From an optimization exercise on the open Yosys and OpenROAD flow, aimed at small area, a short achievable clock period and few clock cycles; shortcuts taken in it are not production practice. In this exercise RTL edits were held to simulation tests only and were not proved equivalent to the original.

## flow/design.v (module list and top-level ports; edited modules follow where they fit)
// module fpu_double: 233 lines
// module fpu_add: 91 lines
// module fpu_sub: 171 lines
// module fpu_mul: 228 lines
// module fpu_div: 354 lines
// module fpu_round: 49 lines
// module fpu_exceptions: 236 lines
module fpu_double( clk, rst, enable, rmode, fpu_op, opa, opb, out, ready, underflow,
overflow, inexact, exception, invalid);
  // ...
==> flow/run.sh <==
#!/bin/bash
# synth_recipe.tcl (not shown) runs the flow's synth.tcl, then flattens the netlist and writes it again
# the make line also repeats each setting of config.mk as NAME=value (left out here)
make -C /OpenROAD-flow-scripts/flow DESIGN_CONFIG=/design/flow/config.mk WORK_HOME=/design/flow/orfs CLKGATE_MAP_FILE= SYNTH_SCRIPT=/design/flow/synth_recipe.tcl finish
==> flow/config.mk <==
export PLATFORM = sky130hd
export DESIGN_NAME = fpu_double
export DESIGN_NICKNAME = fpu_double
export VERILOG_FILES = /design/flow/design.v
export SDC_FILE = /design/flow/constraint.sdc
export NUM_CORES = 8
export LEC_CHECK = 0
export CAP_MARGIN = 20
export CORE_MARGIN = 2
export CORE_UTILIZATION = 40
export SLEW_MARGIN = 20
==> flow/constraint.sdc <==
create_clock -name core_clock -period 7.5 [get_ports {clk}]
set_input_delay 1.5000 -clock core_clock [delete_from_list [all_inputs] [get_ports {clk}]]
set_output_delay 1.5000 -clock core_clock [all_outputs]
set_load 0.01 [all_outputs]
==> impl_metrics.yaml, run 1 <==
finish:
  regArea_sq_um: 100000
  area_growth_syn_to_layout_pct: 9.49
  layout_common_cells: "nor2_1, dfxtp_1, nand2_1"
  final_cell_area_sq_um: 381000
  nFlopsAndLatches: 4984
yosys:
  synthMostInstantiatedCell: "nor2_1"
  syn_avg_cell_area_sq_um: 8.57
  synth-compound-area-share: 0.133
  synth_warnings: 7
worst_setup_path:
  startpoint_type: "flip-flop"
  crit_path_frequent_cell: "fa_1"
  path_buf_inv: 5
routing:
  dr.pass1.iters: 10
  drt_wl_total_um: 1330000
  met2_length_um: 581000
  routed-wl-met3_um: 92300
floorplanning:
  core.rowCount: 342
run_status:
  status: "complete, no violations"
global_routing:
  antenna_found_initial: 111
  grt.busiest_layer: "met2"
  use_met2: 0.450
timing:
  tns_ns: 0
  fmax_ghz: 0.138
hold_path:
  min_path_cells: 1
Testbench counts, summed over its fixed seeds: cycles 89,896.
==> module fpu_double, before the edit <==
module fpu_double( clk, rst, enable, rmode, fpu_op, opa, opb, out, ready, underflow,
overflow, inexact, exception, invalid);
input		clk;
input		rst;
input		enable;
input	[1:0]	rmode;
input	[2:0]	fpu_op;
input	[63:0]	opa, opb;
output	[63:0]	out;
output		ready;
output		underflow;
output		overflow;
output		inexact;
output		exception;
output		invalid;
reg [63:0]	opa_reg;
reg [63:0]	opb_reg;
reg [2:0]	fpu_op_reg;
reg [1:0]	rmode_reg;
reg			enable_reg;
reg			enable_reg_1;  
reg			enable_reg_2;  
reg			enable_reg_3;  
reg			op_enable;	  
reg [63:0]	out;
reg [6:0] 	count_cycles;
reg [6:0]	count_ready;
wire		count_busy = (count_ready <= count_cycles);
reg			ready;
reg			ready_0;
reg			ready_1;
reg		underflow;
reg		overflow;
reg		inexact;
reg		exception;
reg		invalid;
wire		underflow_0;
wire		overflow_0;
wire		inexact_0;
wire		exception_0;
wire		invalid_0;
wire	add_enable_0 = (fpu_op_reg == 3'b000) & !(opa_reg[63] ^ opb_reg[63]);
wire	add_enable_1 = (fpu_op_reg == 3'b001) & (opa_reg[63] ^ opb_reg[63]);
reg		add_enable; 
wire	sub_enable_0 = (fpu_op_reg == 3'b000) & (opa_reg[63] ^ opb_reg[63]);
wire	sub_enable_1 = (fpu_op_reg == 3'b001) & !(opa_reg[63] ^ opb_reg[63]);
reg		sub_enable; 
reg		mul_enable; 
reg		div_enable; 
wire	[55:0]	sum_out;
wire	[55:0]	diff_out;
reg		[55:0]	addsub_out;
wire	[55:0]	mul_out;
wire	[55:0]	div_out;
reg		[55:0]	mantissa_round;
wire	[10:0] 	exp_add_out;
wire	[10:0] 	exp_sub_out;
wire	[11:0] 	exp_mul_out;
wire	[11:0] 	exp_div_out;
reg		[11:0] 	exponent_round;
reg		[11:0] 	exp_addsub;
wire	[11:0]	exponent_post_round;
wire	add_sign;
wire	sub_sign;
wire	mul_sign;
wire	div_sign;
reg		addsub_sign;
reg		sign_round;
wire	[63:0]	out_round;
wire	[63:0]	out_except;
wire		except_enable;
fpu_add u1(
	.clk(clk),.rst(rst),.enable(add_enable),.opa(opa_reg),.opb(opb_reg),
	.sign(add_sign),.sum_2(sum_out),.exponent_2(exp_add_out));
fpu_sub u2(
	.clk(clk),.rst(rst),.enable(sub_enable),.opa(opa_reg),.opb(opb_reg),
	.fpu_op(fpu_op_reg),.sign(sub_sign),.diff_2(diff_out),
	.exponent_2(exp_sub_out));
fpu_mul u3(
	.clk(clk),.rst(rst),.enable(mul_enable),.opa(opa_reg),.opb(opb_reg),
	.sign(mul_sign),.product_7(mul_out),.exponent_5(exp_mul_out));	
fpu_div u4(
	.clk(clk),.rst(rst),.enable(div_enable),.opa(opa_reg),.opb(opb_reg),
	.sign(div_sign),.mantissa_7(div_out),.exponent_out(exp_div_out));	
fpu_round u5(.clk(clk),.rst(rst),.enable(op_enable),	.round_mode(rmode_reg),
	.sign_term(sign_round),.mantissa_term(mantissa_round), .exponent_term(exponent_round),
	.round_out(out_round),.exponent_final(exponent_post_round));		
fpu_exceptions u6(.clk(clk),.rst(rst),.enable(op_enable),.rmode(rmode_reg),
	.opa(opa_reg),.opb(opb_reg),
	.in_except(out_round), .exponent_in(exponent_post_round),
	.mantissa_in(mantissa_round[1:0]),.fpu_op(fpu_op_reg),.out(out_except),
	.ex_enable(except_enable),.underflow(underflow_0),.overflow(overflow_0),
	.inexact(inexact_0),.exception(exception_0),.invalid(invalid_0));
always @(posedge clk)
begin
	case (fpu_op_reg)
	3'b000:		mantissa_round <= addsub_out;
	3'b001:		mantissa_round <= addsub_out;
	3'b010:		mantissa_round <= mul_out;
	3'b011:		mantissa_round <= div_out;
	default:	mantissa_round <= 0;
	endcase
end
always @(posedge clk)
begin
	case (fpu_op_reg)
	3'b000:		exponent_round <= exp_addsub;
	3'b001:		exponent_round <= exp_addsub;
	3'b010:		exponent_round <= exp_mul_out;
	3'b011:		exponent_round <= exp_div_out;
	default:	exponent_round <= 0;
	endcase
end
always @(posedge clk)
begin
	case (fpu_op_reg)
	3'b000:		sign_round <= addsub_sign;
	3'b001:		sign_round <= addsub_sign;
	3'b010:		sign_round <= mul_sign;
	3'b011:		sign_round <= div_sign;
	default:	sign_round <= 0;
	endcase
end
always @(posedge clk)
begin
	case (fpu_op_reg)
	3'b000:		count_cycles <= 24;
	3'b001:		count_cycles <= 24;
	3'b010:		count_cycles <= 32;
	3'b011:		count_cycles <= 80;
	default:	count_cycles <= 0;
	endcase
end
always @(posedge clk)
begin
	if (rst) begin
		add_enable <= 0;
		sub_enable <= 0;
		mul_enable <= 0;
		div_enable <= 0;
		addsub_out <= 0;
		addsub_sign <= 0;
		exp_addsub <= 0;
		end
	else begin
		add_enable <= (add_enable_0 | add_enable_1) & op_enable;
		sub_enable <= (sub_enable_0 | sub_enable_1) & op_enable;
		mul_enable <= (fpu_op_reg == 3'b010) & op_enable;
		div_enable <= (fpu_op_reg == 3'b011) & op_enable & enable_reg_3;
		addsub_out <= add_enable ? sum_out : diff_out;
		addsub_sign <= add_enable ? add_sign : sub_sign;
		exp_addsub <= add_enable ? { 1'b0, exp_add_out} : { 1'b0, exp_sub_out};
		end
end 
always @ (posedge clk)
begin
	if (rst)
		count_ready <= 0;
	else if (enable_reg_1) 
		count_ready <= 0;
	else if (count_busy)
		count_ready <= count_ready + 1; 
end
always @(posedge clk)
begin
	if (rst) begin
		enable_reg <= 0;
		enable_reg_1 <= 0;
		enable_reg_2 <= 0;	   
		enable_reg_3 <= 0;
		end
	else begin
		enable_reg <= enable;
		enable_reg_1 <= enable & !enable_reg;
		enable_reg_2 <= enable_reg_1;  
		enable_reg_3 <= enable_reg_1 | enable_reg_2;
		end
end 
always @(posedge clk) 
begin
	if (rst) begin
		opa_reg <= 0;
		opb_reg <= 0;
		fpu_op_reg <= 0; 
		rmode_reg <= 0;
		op_enable <= 0;
		end
	else if (enable_reg_1) begin
		opa_reg <= opa;
		opb_reg <= opb;
		fpu_op_reg <= fpu_op; 
		rmode_reg <= rmode;
		op_enable <= 1;
		end
end
always @(posedge clk)
begin
	if (rst) begin
		ready_0 <= 0;
		ready_1 <= 0;
		ready <= 0;	   
		end
	else if (enable_reg_1) begin
		ready_0 <= 0;
		ready_1 <= 0;
		ready <= 0;	 
		end
	else begin
		ready_0 <= !count_busy;
		ready_1 <= ready_0;
		ready <= ready_1;  
		end
end 
always @(posedge clk)
begin
	if (rst) begin
		underflow <= 0;
		overflow <= 0;
		inexact <= 0;
		exception <= 0;
		invalid <= 0;	   	 
		out <= 0;
		end
	else if (ready_1) begin
		underflow <= underflow_0;
		overflow <= overflow_0;
		inexact <= inexact_0;
		exception <= exception_0;
		invalid <= invalid_0; 	
		out <= except_enable ? out_except : out_round;
		end
end 
endmodule
==> run 2: changes to the inputs <==
==> flow/design.v (replaced) <==
`timescale 1ns / 100ps
module fpu_double( clk, rst, enable, rmode, fpu_op, opa, opb, out, ready, underflow,
overflow, inexact, exception, invalid);
input		clk;
input		rst;
input		enable;
input	[1:0]	rmode;
input	[2:0]	fpu_op;
input	[63:0]	opa, opb;
output	[63:0]	out;
output		ready;
output		underflow;
output		overflow;
output		inexact;
output		exception;
output		invalid;
reg [63:0] out;
reg ready, underflow, overflow, inexact, exception, invalid;
localparam [4:0]
  S_IDLE = 5'd0,
  S_A1   = 5'd1,  S_A1B = 5'd2,  S_A2  = 5'd3,  S_SN  = 5'd4,
  S_M    = 5'd5,  S_MC  = 5'd6,  S_MS0 = 5'd7,  S_MSR = 5'd8,  S_MSL = 5'd9,  S_MFIN = 5'd10,
  S_D    = 5'd11, S_D29 = 5'd12, S_D30 = 5'd13,
  S_DN   = 5'd14, S_DE1 = 5'd15, S_DE2 = 5'd16, S_DR1 = 5'd17, S_DR2 = 5'd18,
  S_DP   = 5'd19, S_DPS = 5'd20, S_DFIN = 5'd21,
  S_RND  = 5'd22, S_DE3 = 5'd23;
localparam [2:0] C_ADD = 3'd0, C_SUB = 3'd1, C_MUL = 3'd2, C_DIV = 3'd3, C_FIN = 3'd4, C_FINR = 3'd5;
reg [4:0] st;
reg en_d;
wire idle = (st == S_IDLE);
wire start = enable & ~en_d;
reg [63:0] A, B;
reg [1:0]  OPR, RMR;
reg a_zero, b_zero, a_inf, b_inf, a_qnan, b_qnan, a_snan, b_snan;
reg an, bn;            
reg agt, aeq;          
reg [10:0] diff;       
wire [10:0] ea_p = opa[62:52], eb_p = opb[62:52];
wire an_p = |ea_p, bn_p = |eb_p;
wire [10:0] ea1_p = an_p ? ea_p : 11'd1;
wire [10:0] eb1_p = bn_p ? eb_p : 11'd1;
wire [10:0] dab_p = ea1_p - eb1_p;
wire [10:0] dba_p = eb1_p - ea1_p;
wire agt_p = ea_p > eb_p;
wire [10:0] ea = A[62:52], eb = B[62:52];
wire sa = A[63], sb = B[63];
reg [63:0] X, Y;       
reg [59:0] R;          
reg [55:0] Q, QM;      
reg        qprev;      
reg        r0c, r1c;   
reg        neg3;       
reg        Dh;         
reg [11:0] E, E2;      
reg        e_is0, e_ge2, e_is1;
reg [2:0]  cls;
reg        sgn;
reg        stk;        
reg [6:0]  cnt;
reg [11:0] cnt2;
reg        esub;
reg        egt, mfast;
reg [11:0] e2m, eum;
reg [5:0]  sha, shb;
reg [11:0] ef4, uft4r, ef2r, uft1r;
reg        et0, dright;
reg        cpa_inv, cpa_cin;
wire [63:0] cpa_y0 = cpa_inv ? ~Y : Y;
wire [63:0] cpa_y = {cpa_y0[63:1], cpa_y0[0] | (st == S_MC & r1c)};
wire [63:0] cpa = X + cpa_y + {63'b0, cpa_cin};
wire a_den = ~an, b_den = ~bn;
wire mge = A[51:0] >= B[51:0];
wire a_ge_b = agt | (aeq & mge);
wire [55:0] fa = {1'b0, an, A[51:0], 2'b00};
wire [55:0] fb = {1'b0, bn, B[51:0], 2'b00};
wire [55:0] LA = a_ge_b ? fa : fb;
wire [55:0] sh_in = agt ? fb : fa;
wire [55:0] shifted = (|diff[10:6]) ? 56'd0 : (sh_in >> diff[5:0]);
wire small_den = agt ? b_den : a_den;
wire fix_fast = ~small_den & (diff >= 11'd55);
wire [55:0] SS = ((aeq & mge) ? fb : shifted) | {55'd0, fix_fast};
wire [10:0] el = agt ? ea : eb;
wire esub_w = OPR[0] ^ sa ^ sb;
wire sub_sign = a_ge_b ? sa : (~sb ^ (OPR == 2'b00));
wire small_nz = agt ? (|B[51:0]) : (|A[51:0]);
wire mfirst = (cnt == 7'd0);
wire [52:0] Mm = {an, A[51:0]};
wire [2:0] bd0 = {Q[1], Q[0], qprev};
wire [2:0] bd1 = {Q[3], Q[2], Q[1]};
wire [2:0] bd2 = {Q[5], Q[4], Q[3]};
wire [2:0] bd3 = {Q[7], Q[6], Q[5]};
wire [55:0] row0, row1, row2, row3;
wire n0, n1, n2, n3;
fpu_booth_row br0(.bits(bd0), .m(Mm), .row(row0), .neg(n0));
fpu_booth_row br1(.bits(bd1), .m(Mm), .row(row1), .neg(n1));
fpu_booth_row br2(.bits(bd2), .m(Mm), .row(row2), .neg(n2));
fpu_booth_row br3(.bits(bd3), .m(Mm), .row(row3), .neg(n3));
wire [55:0] us = mfirst ? 56'h80000000000000 : X[63:8];
wire [55:0] uc = mfirst ? 56'd0 : Y[63:8];
wire [63:0] ma_in0 = {8'b0, us};
wire [63:0] ma_in1 = {8'b0, uc};
wire [63:0] ma_in2 = {1'b0, 1'b1, 1'b0, 1'b1, 1'b0, 1'b1, 1'b0, 1'b1, row0};
wire [63:0] ma_in3 = {6'b0, row1, 1'b0, n0};
wire [63:0] ma_in4 = {4'b0, row2, 1'b0, n1, 2'b0};
wire [63:0] ma_in5 = {2'b0, row3, 1'b0, n2, 4'b0};
wire [63:0] l1s_a = ma_in0 ^ ma_in1 ^ ma_in2;
wire [63:0] l1c_a = {((ma_in0 & ma_in1) | (ma_in0 & ma_in2) | (ma_in1 & ma_in2)), 1'b0};
wire [63:0] l1s_b = ma_in3 ^ ma_in4 ^ ma_in5;
wire [63:0] l1c_b = {((ma_in3 & ma_in4) | (ma_in3 & ma_in5) | (ma_in4 & ma_in5)), 1'b0};
wire [63:0] l2s = l1s_a ^ l1c_a ^ l1s_b;
wire [63:0] l2c = {((l1s_a & l1c_a) | (l1s_a & l1s_b) | (l1c_a & l1s_b)), 1'b0};
wire [63:0] l3s = l2s ^ l2c ^ l1c_b;
wire [63:0] l3c = {((l2s & l2c) | (l2s & l1c_b) | (l2c & l1c_b)), 1'b0};
wire [7:0] lo_s = mfirst ? 8'd0 : X[7:0];
wire [9:0] retire = {2'b0, lo_s} + {2'b0, Y[7:1], r1c} + {3'b0, neg3, 6'b0} + {9'b0, r0c};
wire dfirst = (cnt == 7'd0);
wire dfast;
wire [52:0] Dv = {Dh, B[51:0]};
wire [55:0] ws = X[55:0];
wire [55:0] wc = dfirst ? 56'd0 : Y[55:0];
wire [6:0] yhat = ws[55:49] + wc[55:49];
wire [2:0] qd;    
fpu_srt_sel qs(.y(yhat), .d(Dv[51:49]), .q(qd));
wire q_neg = qd[2], q_two = qd[1], q_one = qd[0];
wire q_pos = (q_two | q_one) & ~q_neg;
wire [57:0] qD4 = q_two ? {2'b0, Dv, 3'b0} : q_one ? {3'b0, Dv, 2'b0} : 58'd0;
wire [57:0] dT = q_pos ? ~qD4 : qD4;
wire [57:0] w4s = {ws, 2'b00};
wire [57:0] w4c = {wc, 2'b00};
wire [57:0] ns = w4s ^ w4c ^ dT;
wire [57:0] nc = {((w4s & w4c) | (w4s & dT) | (w4c & dT)), q_pos};
wire [1:0] qmag = q_two ? 2'd2 : q_one ? 2'd1 : 2'd0;
wire [55:0] Q_nx  = q_neg ? {QM[53:0], 2'd0 - qmag} : {Q[53:0], qmag};
wire [55:0] QM_nx = (q_pos) ? {Q[53:0], qmag - 2'd1} : {QM[53:0], 2'd3 - qmag};
wire wneg = R[55];
wire rmsb_f = wneg ? QM[0] : Q[0];
wire [1:0] cmul = {1'b0, wneg} + {1'b0, rmsb_f};
wire [52:0] zx = R[54:2];
wire [52:0] zy = cmul == 2'd1 ? Dv : cmul == 2'd2 ? {Dv[51:0], 1'b0} : 53'd0;
wire zdiv = ~|((zx ^ zy) ^ {(zx[51:0] | zy[51:0]), 1'b0});
wire [11:0] d_et  = {1'b0, ea} + 12'd1023;
wire        d_uf1 = {1'b0, eb} > d_et;
wire [11:0] d_uft1 = d_uf1 ? ({1'b0, eb} - d_et) : 12'd0;
wire [11:0] d_ef1 = d_et - {1'b0, eb};
wire [11:0] d_ef2 = d_uf1 ? 12'd0 : d_ef1;
wire        d_uf2 = {6'd0, sha} > ef2r;
wire [11:0] d_uft2 = d_uf2 ? ({6'd0, sha} - ef2r) : 12'd0;
wire [11:0] d_uft3 = d_uft2 + uft1r;
wire [11:0] d_uft4 = (d_uft3 > 12'd51) ? 12'd52 : d_uft3;
wire [11:0] d_ef3 = d_uf2 ? 12'd0 : (ef2r - {6'd0, sha});
wire [11:0] d_ef4 = d_ef3 + {6'd0, shb};
wire [11:0] f_ef4 = d_uf1 ? 12'd0 : d_ef1;
assign dfast = an & bn & (|f_ef4);
wire [11:0] m_et = {1'b0, ea} + {1'b0, eb} + {11'd0, ~an} + {11'd0, ~bn};
wire        m_egt = m_et > 12'd1021;
wire [11:0] m_e1 = m_et - 12'd1022;
wire [11:0] m_e2 = m_egt ? m_e1 : 12'd0;
wire [11:0] m_eu = 12'd1022 - m_et;
wire [56:0] V = R[59:3];
reg  [1:0]  rsh;    
reg         ralt;   
always @* begin
  rsh = 2'd0; ralt = 1'b0;
  case (cls)
    C_ADD: begin rsh = V[55] ? 2'd1 : 2'd0; ralt = V[55] | (e_is0 & V[54]); end
    C_SUB: begin rsh = (~V[54] & V[53] & e_ge2) ? 2'd2 : 2'd0; ralt = ~V[54]; end
    C_MUL: begin rsh = V[54] ? 2'd0 : 2'd2; ralt = ~V[54]; end
    C_DIV: begin rsh = (V[54] | e_is1) ? 2'd0 : 2'd2; ralt = ~V[54]; end
    C_FINR: rsh = 2'd1;
    default: ;
  endcase
end
wire [55:0] rm_m0 = (rsh == 2'd1) ? V[56:1] : (rsh == 2'd2) ? {V[54:0], 1'b0} : V[55:0];
wire [55:0] rm_m = {rm_m0[55:1], rm_m0[0] | stk | (|R[2:0])};
wire [11:0] rm_e = ralt ? E2 : E;
wire [63:0] rnd_out;
wire [4:0]  rnd_flags;
fpu_round_exc rx(.m(rm_m), .e(rm_e), .s(sgn), .rm(RMR), .op(OPR),
  .a_zero(a_zero), .b_zero(b_zero), .a_inf(a_inf), .b_inf(b_inf),
  .a_qnan(a_qnan), .b_qnan(b_qnan), .a_snan(a_snan), .b_snan(b_snan),
  .sa(sa), .sb(sb), .pa(A[50:0]), .pb(B[50:0]),
  .out(rnd_out), .flags(rnd_flags));
wire sub_slow = (cls == C_SUB) & ~V[54] & ~V[53];
always @(posedge clk) begin
  if (rst) begin
    st <= S_IDLE;
    en_d <= 1'b0;
    ready <= 1'b0;
  end else begin
    en_d <= enable;
    case (st)
      S_IDLE: if (start) begin
        ready <= 1'b0;
        case (fpu_op[1:0])
          2'b00, 2'b01: st <= S_A1;
          2'b10: st <= S_M;
          default: st <= S_D;
        endcase
      end
      S_A1: st <= (small_den & ~aeq) ? S_A1B : S_A2;
      S_A1B: st <= S_A2;
      S_A2: st <= S_RND;
      S_SN: if (V[54] | ~e_ge2 | ~|V) st <= S_RND;
      S_M: if (cnt == 7'd6) st <= S_MC;
      S_MC: st <= mfast ? S_RND : S_MS0;
      S_MS0: st <= (a_zero | b_zero) ? S_RND : egt ? S_MSL : S_MSR;
      S_MSR: if (cnt2 == 12'd0) st <= S_MFIN;
      S_MSL: if (~((cnt2 < e2m) & (cnt2 < 12'd53) & ~R[57])) st <= S_MFIN;
      S_MFIN: st <= S_RND;
      S_D: if (dfirst & ~dfast) st <= S_DN;
           else if (cnt == 7'd27) st <= S_D29;
      S_D29: st <= S_D30;
      S_D30: st <= S_RND;
      S_DN: if (cnt[6] & cnt2[6]) st <= S_DE1;
      S_DE1: st <= S_DE2;
      S_DE2: st <= S_DE3;
      S_DE3: st <= S_DR1;
      S_DR1: st <= S_DR2;
      S_DR2: st <= (cnt == 7'd1) ? S_DP : S_DR1;
      S_DP: st <= S_DPS;
      S_DPS: if (cnt2 == 12'd0) st <= S_DFIN;
      S_DFIN: st <= S_RND;
      S_RND: if (sub_slow) st <= S_SN;
             else begin st <= S_IDLE; ready <= 1'b1; end
      default: st <= S_IDLE;
    endcase
  end
end
always @(posedge clk) begin
  if (st == S_RND && !sub_slow) begin
    out <= rnd_out;
    {underflow, overflow, inexact, exception, invalid} <= rnd_flags;
  end
end
always @(posedge clk) begin
  case (st)
  S_IDLE: begin
    A <= opa; B <= opb; OPR <= fpu_op[1:0]; RMR <= rmode;
    a_zero <= ~|opa[62:0];
    b_zero <= ~|opb[62:0];
    a_inf  <= (&ea_p) & ~|opa[51:0];
    b_inf  <= (&eb_p) & ~|opb[51:0];
    a_qnan <= (&ea_p) & (|opa[51:0]) & opa[51];
    b_qnan <= (&eb_p) & (|opb[51:0]) & opb[51];
    a_snan <= (&ea_p) & (|opa[51:0]) & ~opa[51];
    b_snan <= (&eb_p) & (|opb[51:0]) & ~opb[51];
    an <= an_p; bn <= bn_p;
    agt <= agt_p; aeq <= (ea_p == eb_p);
    diff <= agt_p ? dab_p : dba_p;
    X <= {11'd0, an_p, opa[51:0]};
    Y <= 64'd0;
    Q <= {3'd0, bn_p, opb[51:0]};
    Dh <= bn_p;
    qprev <= 1'b0; r0c <= 1'b0; r1c <= 1'b0; neg3 <= 1'b0;
    cnt <= 7'd0; cnt2 <= 12'd0;
    stk <= 1'b0;
  end
  S_A1: begin
    X <= {5'd0, LA, 3'd0};
    Y <= {5'd0, SS, 3'd0};
    E <= {1'b0, el};
    esub <= esub_w;
    sgn <= esub_w ? sub_sign : sa;
  end
  S_A1B: begin
    Y[3] <= Y[3] | (small_nz & ~|Y);
  end
  S_A2: begin
    R <= cpa[59:0];
    E2 <= esub ? ((E >= 12'd2) ? E - 12'd1 : 12'd0) : {1'b0, E[10:0] + 11'd1};
    cls <= esub ? C_SUB : C_ADD;
    e_is0 <= (E == 12'd0);
    e_ge2 <= (E >= 12'd2);
  end
  S_SN: begin
    if (V[54] | ~e_ge2 | ~|V) begin
      if (~V[54]) E <= 12'd0;
      cls <= C_FIN;
    end else begin
      R <= {R[58:0], 1'b0};
      E <= E - 12'd1;
      e_ge2 <= (E >= 12'd3);
    end
  end
  S_M: begin
    X <= {l3s[63:8], l3s[7:0]};
    Y <= {l3c[63:8], l3c[7:0]};
    Q <= {retire[7:0], Q[55:8]};
    qprev <= Q[7];
    r0c <= |retire[9:8]; r1c <= retire[9];
    neg3 <= n3;
    cnt <= cnt + 7'd1;
    if (mfirst) begin
      egt <= m_egt; e2m <= m_e2; eum <= m_eu;
      mfast <= an & bn & m_egt & (m_e2 >= 12'd2);
      sgn <= sa ^ sb;
    end
  end
  S_MC: begin
    R <= cpa[59:0];
    stk <= |Q[55:8];
    E <= e2m; E2 <= e2m - 12'd1;
    cls <= C_MUL;
    cnt2 <= 12'd0;
  end
  S_MS0: begin
    cls <= C_FIN;
    if (a_zero | b_zero) begin
      R <= 60'd0; stk <= 1'b0; E <= 12'd0;
    end else if (~egt) begin
      E <= 12'd0;
      if (eum >= 12'd106) begin
        R <= 60'd0; Q <= 56'd0; cnt2 <= 12'd0;
      end else cnt2 <= eum + 12'd1;
    end
  end
  S_MSR: begin
    if (cnt2 == 12'd0) begin
    end else begin
      R[57:0] <= {1'b0, R[57:1]};
      Q[55:8] <= {R[0], Q[55:9]};
      cnt2 <= cnt2 - 12'd1;
    end
  end
  S_MSL: begin
    if ((cnt2 < e2m) & (cnt2 < 12'd53) & ~R[57]) begin
      R[57:0] <= {R[56:0], Q[55]};
      Q[55:8] <= {Q[54:8], 1'b0};
      cnt2 <= cnt2 + 12'd1;
    end else begin
      if (e2m > cnt2) E <= e2m - cnt2;
      else begin
        E <= 12'd0;
        R[57:0] <= {1'b0, R[57:1]};
        Q[55:8] <= {R[0], Q[55:9]};
      end
    end
  end
  S_MFIN: begin
    stk <= |Q[55:8];
  end
  S_D: begin
    if (dfirst & ~dfast) begin
      cnt <= an ? 7'd64 : 7'd0;
      cnt2 <= bn ? 12'd64 : 12'd0;
      ef2r <= d_ef2; uft1r <= d_uft1;
      sgn <= sa ^ sb;
    end else begin
      X[55:0] <= ns[55:0];
      Y[55:0] <= nc[55:0];
      Q <= Q_nx; QM <= QM_nx;
      cnt <= cnt + 7'd1;
      if (dfirst) begin sgn <= sa ^ sb; ef4 <= f_ef4; end
    end
  end
  S_D29: begin
    R <= cpa[59:0];
  end
  S_D30: begin
    R <= {2'b00, (wneg ? QM[54:0] : Q[54:0]), 3'b000};
    stk <= ~zdiv;
    E <= ef4; E2 <= ef4 - 12'd1;
    e_is1 <= (ef4 == 12'd1);
    cls <= C_DIV;
  end
  S_DN: begin
    if (~cnt[6]) begin
      if (X[52] | (cnt[5:0] == 6'd53)) cnt[6] <= 1'b1;
      else begin X[52:0] <= {X[51:0], 1'b0}; cnt[5:0] <= cnt[5:0] + 6'd1; end
    end
    if (~cnt2[6]) begin
      if (Dh | (cnt2[5:0] == 6'd53)) cnt2[6] <= 1'b1;
      else begin {Dh, B[51:0]} <= {B[51:0], 1'b0}; cnt2[5:0] <= cnt2[5:0] + 6'd1; end
    end
  end
  S_DE1: begin
    sha <= an ? 6'd0 : cnt[5:0] - 6'd1;
    shb <= bn ? 6'd0 : cnt2[5:0] - 6'd1;
  end
  S_DE2: begin
    uft4r <= d_uft4;
    ef4 <= d_ef4;
  end
  S_DE3: begin
    et0 <= (ef4 == 12'd0);
    Y <= {11'd0, Dv};
    X[63:54] <= 10'd0;
    Q <= 56'd0;
    cnt <= 7'd55;
  end
  S_DR1: begin
    R <= cpa[59:0];
  end
  S_DR2: begin
    Q <= {Q[54:0], ~R[59]};
    if (cnt != 7'd1) X[53:0] <= R[59] ? {X[52:0], 1'b0} : {R[52:0], 1'b0};
    cnt <= cnt - 7'd1;
  end
  S_DP: begin
    R <= {2'b00, Q[54:0], 3'b000};
    Q <= {X[52:0], 3'b000};
    E <= a_zero ? 12'd0 : ((Q[54] | et0) ? ef4 : ef4 - 12'd1);
    E2 <= {11'd0, |((Q[54] | et0) ? ef4 : ef4 - 12'd1)};    
    cnt2 <= et0 ? uft4r : ((Q[54] | (ef4 == 12'd1)) ? 12'd1 : 12'd2);
    dright <= et0;    
    cls <= C_FINR;
  end
  S_DPS: begin
    if (cnt2 != 12'd0) begin
      cnt2 <= cnt2 - 12'd1;
      if (dright) begin
        R[57:3] <= {1'b0, R[57:4]};
        Q[55:3] <= {R[3], Q[55:4]};
      end else begin
        R[57:3] <= {R[56:3], Q[55]};
        Q[55:3] <= {Q[54:3], 1'b0};
      end
    end
  end
  S_DFIN: begin
    R[59] <= 1'b0;
    R[58] <= E2[0];
    stk <= R[3] | (|Q[55:3]);
  end
  default: ;
  endcase
end
always @* begin
  cpa_inv = 1'b0; cpa_cin = 1'b0;
  case (st)
    S_A2: begin cpa_inv = esub; cpa_cin = esub; end
    S_MC: begin cpa_cin = r0c; end
    S_DR1: begin cpa_inv = 1'b1; cpa_cin = 1'b1; end
    default: ;
  endcase
end
endmodule
`timescale 1ns / 100ps
module fpu_booth_row(bits, m, row, neg);
input	[2:0]	bits;
input	[52:0]	m;
output	[55:0]	row;
output		neg;
wire one = bits[1] ^ bits[0];
wire two = (bits == 3'b011) | (bits == 3'b100);
assign neg = bits[2] & ~(bits[1] & bits[0]);
wire [54:0] pp = ({55{one}} & {2'b00, m}) | ({55{two}} & {1'b0, m, 1'b0});
assign row = {~neg, pp ^ {55{neg}}};
endmodule
`timescale 1ns / 100ps
module fpu_srt_sel(y, d, q);
input	[6:0]	y;
input	[2:0]	d;
output	[2:0]	q;
reg signed [7:0] m2, m1, m0, mn1;
always @* begin
  case (d)
    3'd0: begin m2 = 12; m1 = 4; m0 = -4; mn1 = -13; end
    3'd1: begin m2 = 14; m1 = 4; m0 = -6; mn1 = -15; end
    3'd2: begin m2 = 15; m1 = 4; m0 = -6; mn1 = -16; end
    3'd3: begin m2 = 16; m1 = 4; m0 = -6; mn1 = -18; end
    3'd4: begin m2 = 18; m1 = 6; m0 = -8; mn1 = -20; end
    3'd5: begin m2 = 20; m1 = 6; m0 = -8; mn1 = -20; end
    3'd6: begin m2 = 20; m1 = 8; m0 = -8; mn1 = -22; end
    default: begin m2 = 24; m1 = 8; m0 = -8; mn1 = -24; end
  endcase
end
wire signed [7:0] ys = {y[6], y};
wire ge2 = ys >= m2;
wire ge1 = ys >= m1;
wire ge0 = ys >= m0;
wire gen1 = ys >= mn1;
assign q[2] = ~ge0;                           
assign q[1] = ge2 | ~gen1;                    
assign q[0] = (ge1 & ~ge2) | (~ge0 & gen1);   
endmodule
`timescale 1ns / 100ps
module fpu_round_exc(m, e, s, rm, op, a_zero, b_zero, a_inf, b_inf, a_qnan, b_qnan,
  a_snan, b_snan, sa, sb, pa, pb, out, flags);
input	[55:0]	m;
input	[11:0]	e;
input		s;
input	[1:0]	rm;
input	[1:0]	op;
input		a_zero, b_zero, a_inf, b_inf, a_qnan, b_qnan, a_snan, b_snan, sa, sb;
input	[50:0]	pa, pb;
output	[63:0]	out;
output	[4:0]	flags;    
wire rn = (rm == 2'b00), rz = (rm == 2'b01), rp = (rm == 2'b10), rmi = (rm == 2'b11);
wire gs = m[1] | m[0];
wire trig = (rn & m[1]) | (rp & ~s & gs) | (rmi & s & gs);
wire ones = &m[53:2];
wire zeros = ~|m[53:2];
wire ov = m[54] & ones;
wire [51:0] frac = trig ? (m[53:2] + 52'd1) : m[53:2];
wire [11:0] ef = e + {11'd0, trig & ov};
wire in_z = (ef[10:0] == 11'd0) & (trig ? ones : zeros);
wire add = (op == 2'b00), sub = (op == 2'b01), mul = (op == 2'b10), dv = (op == 2'b11);
wire apinf = a_inf & ~sa, aninf = a_inf & sa, bpinf = b_inf & ~sb, bninf = b_inf & sb;
wire nan_in = a_qnan | b_qnan | a_snan | b_snan;
wire snan_in = a_snan | b_snan;
wire a_nan = a_qnan | a_snan;
wire div_by_0 = dv & b_zero & ~a_zero;
wire div_0_0 = dv & b_zero & a_zero;
wire div_ii = dv & a_inf & b_inf;
wire div_by_inf = dv & ~a_inf & b_inf;
wire mul_0i = mul & ((a_inf & b_zero) | (a_zero & b_inf));
wire mul_inf = mul & (a_inf | b_inf) & ~mul_0i;
wire div_inf = dv & a_inf & ~b_inf;
wire asii = (add & apinf & bninf) | (add & aninf & bpinf) | (sub & apinf & bpinf) | (sub & aninf & bninf);
wire asi = (add | sub) & (a_inf | b_inf) & ~asii;
wire oit = asi | mul_inf | div_inf | div_by_0 | (ef > 12'd2046);
wire irdt = (oit & ~s & rmi) | (oit & s & rp) | (oit & rz);
wire mul_uf = mul & ~a_zero & ~b_zero & in_z;
wire div_uf = dv & ~a_zero & in_z;
wire uft = div_by_inf | mul_uf | div_uf;
wire inv = snan_in | asii | mul_0i | div_0_0 | div_ii;
wire ovf = oit & ~nan_in;
wire inx = (gs | oit | uft) & ~nan_in;
wire exc = inv | ovf | uft | inx;
wire nan_out = nan_in | inv;
wire snan_t = inv & ~snan_in;
wire [62:0] nan0 = a_nan ? {11'h7ff, 1'b1, pa} : {11'h7ff, 1'b1, pb};
wire [62:0] nano = snan_t ? {11'h7ff, 2'b01, pa[49:0]} : nan0;
wire [62:0] oinf = irdt ? {11'h7fe, {52{1'b1}}} : {11'h7ff, 52'd0};
wire [62:0] body = nan_out ? nano : oit ? oinf : uft ? 63'd0 : {ef[10:0], frac};
assign out = {s, body};
assign flags = {uft, ovf, inx, exc, inv};
endmodule
==> impl_metrics.yaml, run 2 <==
routing:
  drt_iter0_markers: 13700
  route.detailed.drc: 0
  vias: 73400
  antenna_left: 0
  drt_wl_total_um: 423000
  routed_via_density: 7.09
  dr.pass1.iters: 13
  wire_per_inst_um: 40.8
global_routing:
  grt_max_degree: 90
  first_global_vias: 67400
  grt_pass1_wl_um: 566000
  antenna_found_initial: 43
  grt-ovfl-total: 0
  grt_usage: 0.450
cts:
  path_clk_slew_ns: 0.06
  cts_tree: "done"
  cts.path.max_buffers: 3
  clock_sinks: 671
  clock-root-buffer: "clkbuf_16"
  clk_latency_ns: 0.82
  numCtsBuffers: 90
  h-tree-depth: 3
worst_setup_path:
  r2r_end: "out[17]$_DFFE_PP_"
  r2r_slack_ns: 0.24
  worstRegToRegCells: 26
  cp-endpoint: "out[17]$_DFFE_PP_"
  crit_fanout: 42
  critPathArrivalTime_ns: 7.79
  startpoint_type: "flip-flop"
  critPathRequiredTime_ns: 8.03
  path_class: "flip-flop to flip-flop"
  critPathCaptureType: "flip-flop"
  crit_path_start: "R[58]$_DFFE_PP_"
  worstReg2RegStart: "R[58]$_DFFE_PP_"
yosys:
  synth-main-ff-cell: "edfxtp_1"
  syn_area_sq_um: 71100
  synth_warnings: 2
  syn_avg_cell_area_sq_um: 8.95
  ys_top_cells_by_area: "edfxtp_1, fa_1, ha_1"
  synthMostInstantiatedCell: "nand2_1"
  ys_seq_area_frac: 0.282
  netlist_instances: 7947
  synthArstFlopShare: 0
  synth_common_cells: "nand2_1, edfxtp_1, clkbuf_1, inv_1, nor2_1"
  synth-seq-cells: 671
  synth_top_area_frac: 0.280
  ys_types: 108
  synth_edf_count: 664
  yosys.area.top_type: "edfxtp_1"
placed_design:
  place_area_sq_um: 76600
  place_congestion: 1.08
  io_buffers: 204
  dpl.hpwl_um: 325000
timing:
  fmax_ghz: 0.138
  maxSlewViolCount: 0
  period_minus_slack_ns: 7.26
  post-route-period-util: 0.968
  grt_setup_unrepaired: "false"
  setup_viol: 0
  finClkSkew_ns: 0.0866
  hold_viol_final: 0
  slew_headroom: 0.171
  tightest_slew_ns: 1.24
finish:
  drive_gt1_frac: 0.100
  area_growth_syn_to_layout_pct: 12.2
  final_common_cell: "nand2_1"
  reg_top3: "A x64, B x64, out x64"
  nNetsFinal: 8697
  utilization: 0.452
  final_cell_area_sq_um: 79800
  layout_common_cells: "nand2_1, edfxtp_1, inv_1"
floorplanning:
  core_sq_um: 176000
  die_x_um: 426
  die_h_um: 426
  start_util: 0.403
  io_pins: 206
  fp.dieArea_sq_um: 181000
  core.rowCount: 154
hold_path:
  min_path_type: "flip-flop to flip-flop"
run_status:
  status: "complete, no violations"
run:
  max-cap-violations: 0
[run 2: per-layer routing]
metal  wire, um  global-route usage  vias up
li1           -                   -    29500
met2     165000               0.608     6271
met3      62400               0.185     1446
met4      36800               0.306       38
met1     158000               0.579    36200
met5        456             0.00847        -
[run 2: worst min-delay path by stage]
stage	slack, ns	endpoint	cells past startpoint	start
6_report	0.54	ready$_SDFFE_PP0P_	2	ready$_SDFFE_PP0P_
5_1_grt	0.55	ready$_SDFFE_PP0P_	2	ready$_SDFFE_PP0P_
4_1_cts	0.54	dright$_DFFE_PP_	0	et0$_DFFE_PN_
3_5_place_dp	0.52	dright$_DFFE_PP_	0	et0$_DFFE_PN_
3_3_place_gp	0.51	dright$_DFFE_PP_	0	et0$_DFFE_PN_
2_1_floorplan	0.47	dright$_DFFE_PP_	0	et0$_DFFE_PN_
[run 2: kinds of logic after synthesis]
kind of cell	synth area share
multiplexers	0.0589
AND/OR/NAND/NOR	0.141
AO/OA/AOI/OAI	0.222
XOR/XNOR	0.0827
flip-flops	0.282
adder cells (fa/ha/maj)	0.143
buffers and inverters	0.0700
other	0.0000527
[run 2: stage by stage]
step / worst slack [ns] / hold slack (ns) / setup TNS [ns] / cells
2_1_floorplan: 0.277 / 0.466 / 0 / 7955
3_3_place_gp: 0.0206 / 0.511 / 0 / 10200
3_5_place_dp: -0.00761 / 0.524 / -0.0216 / 10200
4_1_cts: 0.0196 / 0.538 / 0 / 10300
5_1_grt: 0.00729 / 0.551 / 0 / 10300
6_report: 0.238 / 0.542 / 0 / 10400
[run 2: layout make-up]
type | count | area (sq um)
antenna | 22 | 55.1
clock buffer | 115 | 2350
clock inverter | 50 | 671
fill | 17100 | 96700
inverter | 568 | 2140
multi-input combinational | 6006 | 46500
sequential | 671 | 20100
tap | 2340 | 2930
timing repair buffer | 581 | 5050
[run 2: timing repair]
item	in CTS	in global routing
hold buffers	0	0
setup buffers	0	7
endpoints found under the setup margin	29	55
cloned	0	2
pin swaps	0	4
resized for setup	1	6
[run 2: critical path, stage by stage, from the launching register on]
cell and delay [ns]:
edfxtp_1 0.55, or4b_4 0.31, nand2_8 0.20, buf_4 0.29, o311ai_1 0.37, nand3_1 0.19
nor4b_4 0.44, nand3_1 0.20, nor4_1 0.27, buf_4 0.18, nand2_1 0.07, nor4_2 0.32
buf_4 0.17, ha_2 0.28, ha_1 0.26, nand4_1 0.11, a2111oi_1 0.43, buf_4 0.20
nand3_1 0.07, a221oi_1 0.26, nand4_1 0.22, or4_1 0.57, o32a_4 0.22, nand2_4 0.16
nor3_4 0.14, buf_12 0.24, a22o_1 0.21
Testbench counts of run 2, summed over its fixed seeds: cycles 25,837.

## re-timing with driven ports
No port has a modelled driver above. Below, the same layouts with a new extraction and two added sets of constraints. Step 1 (the two cells are an assumption about what drives the block):
set clk [get_ports {clk}]
set_driving_cell -lib_cell sky130_fd_sc_hd__clkbuf_16 $clk
set_driving_cell -lib_cell sky130_fd_sc_hd__buf_2 [delete_from_list [all_inputs] $clk]
Step 2 also shifts input and output timing later by t, the mid clock arrival at the registers, as if the neighbouring blocks saw the same clock. Three values: ideal, step 1, step 2; two values: the first two.
| run | t, ns | setup slack, ns | clock arrival spread, ns |
|---|---|---|---|
| run 1 | 1.281 | 0.268 / 0.268 / 0.268 | 0.139 / 0.140 |
| run 2 | 0.870 | 0.238 / 0.238 / 0.238 | 0.088 / 0.088 |
After both steps every run listed still meets setup and hold.
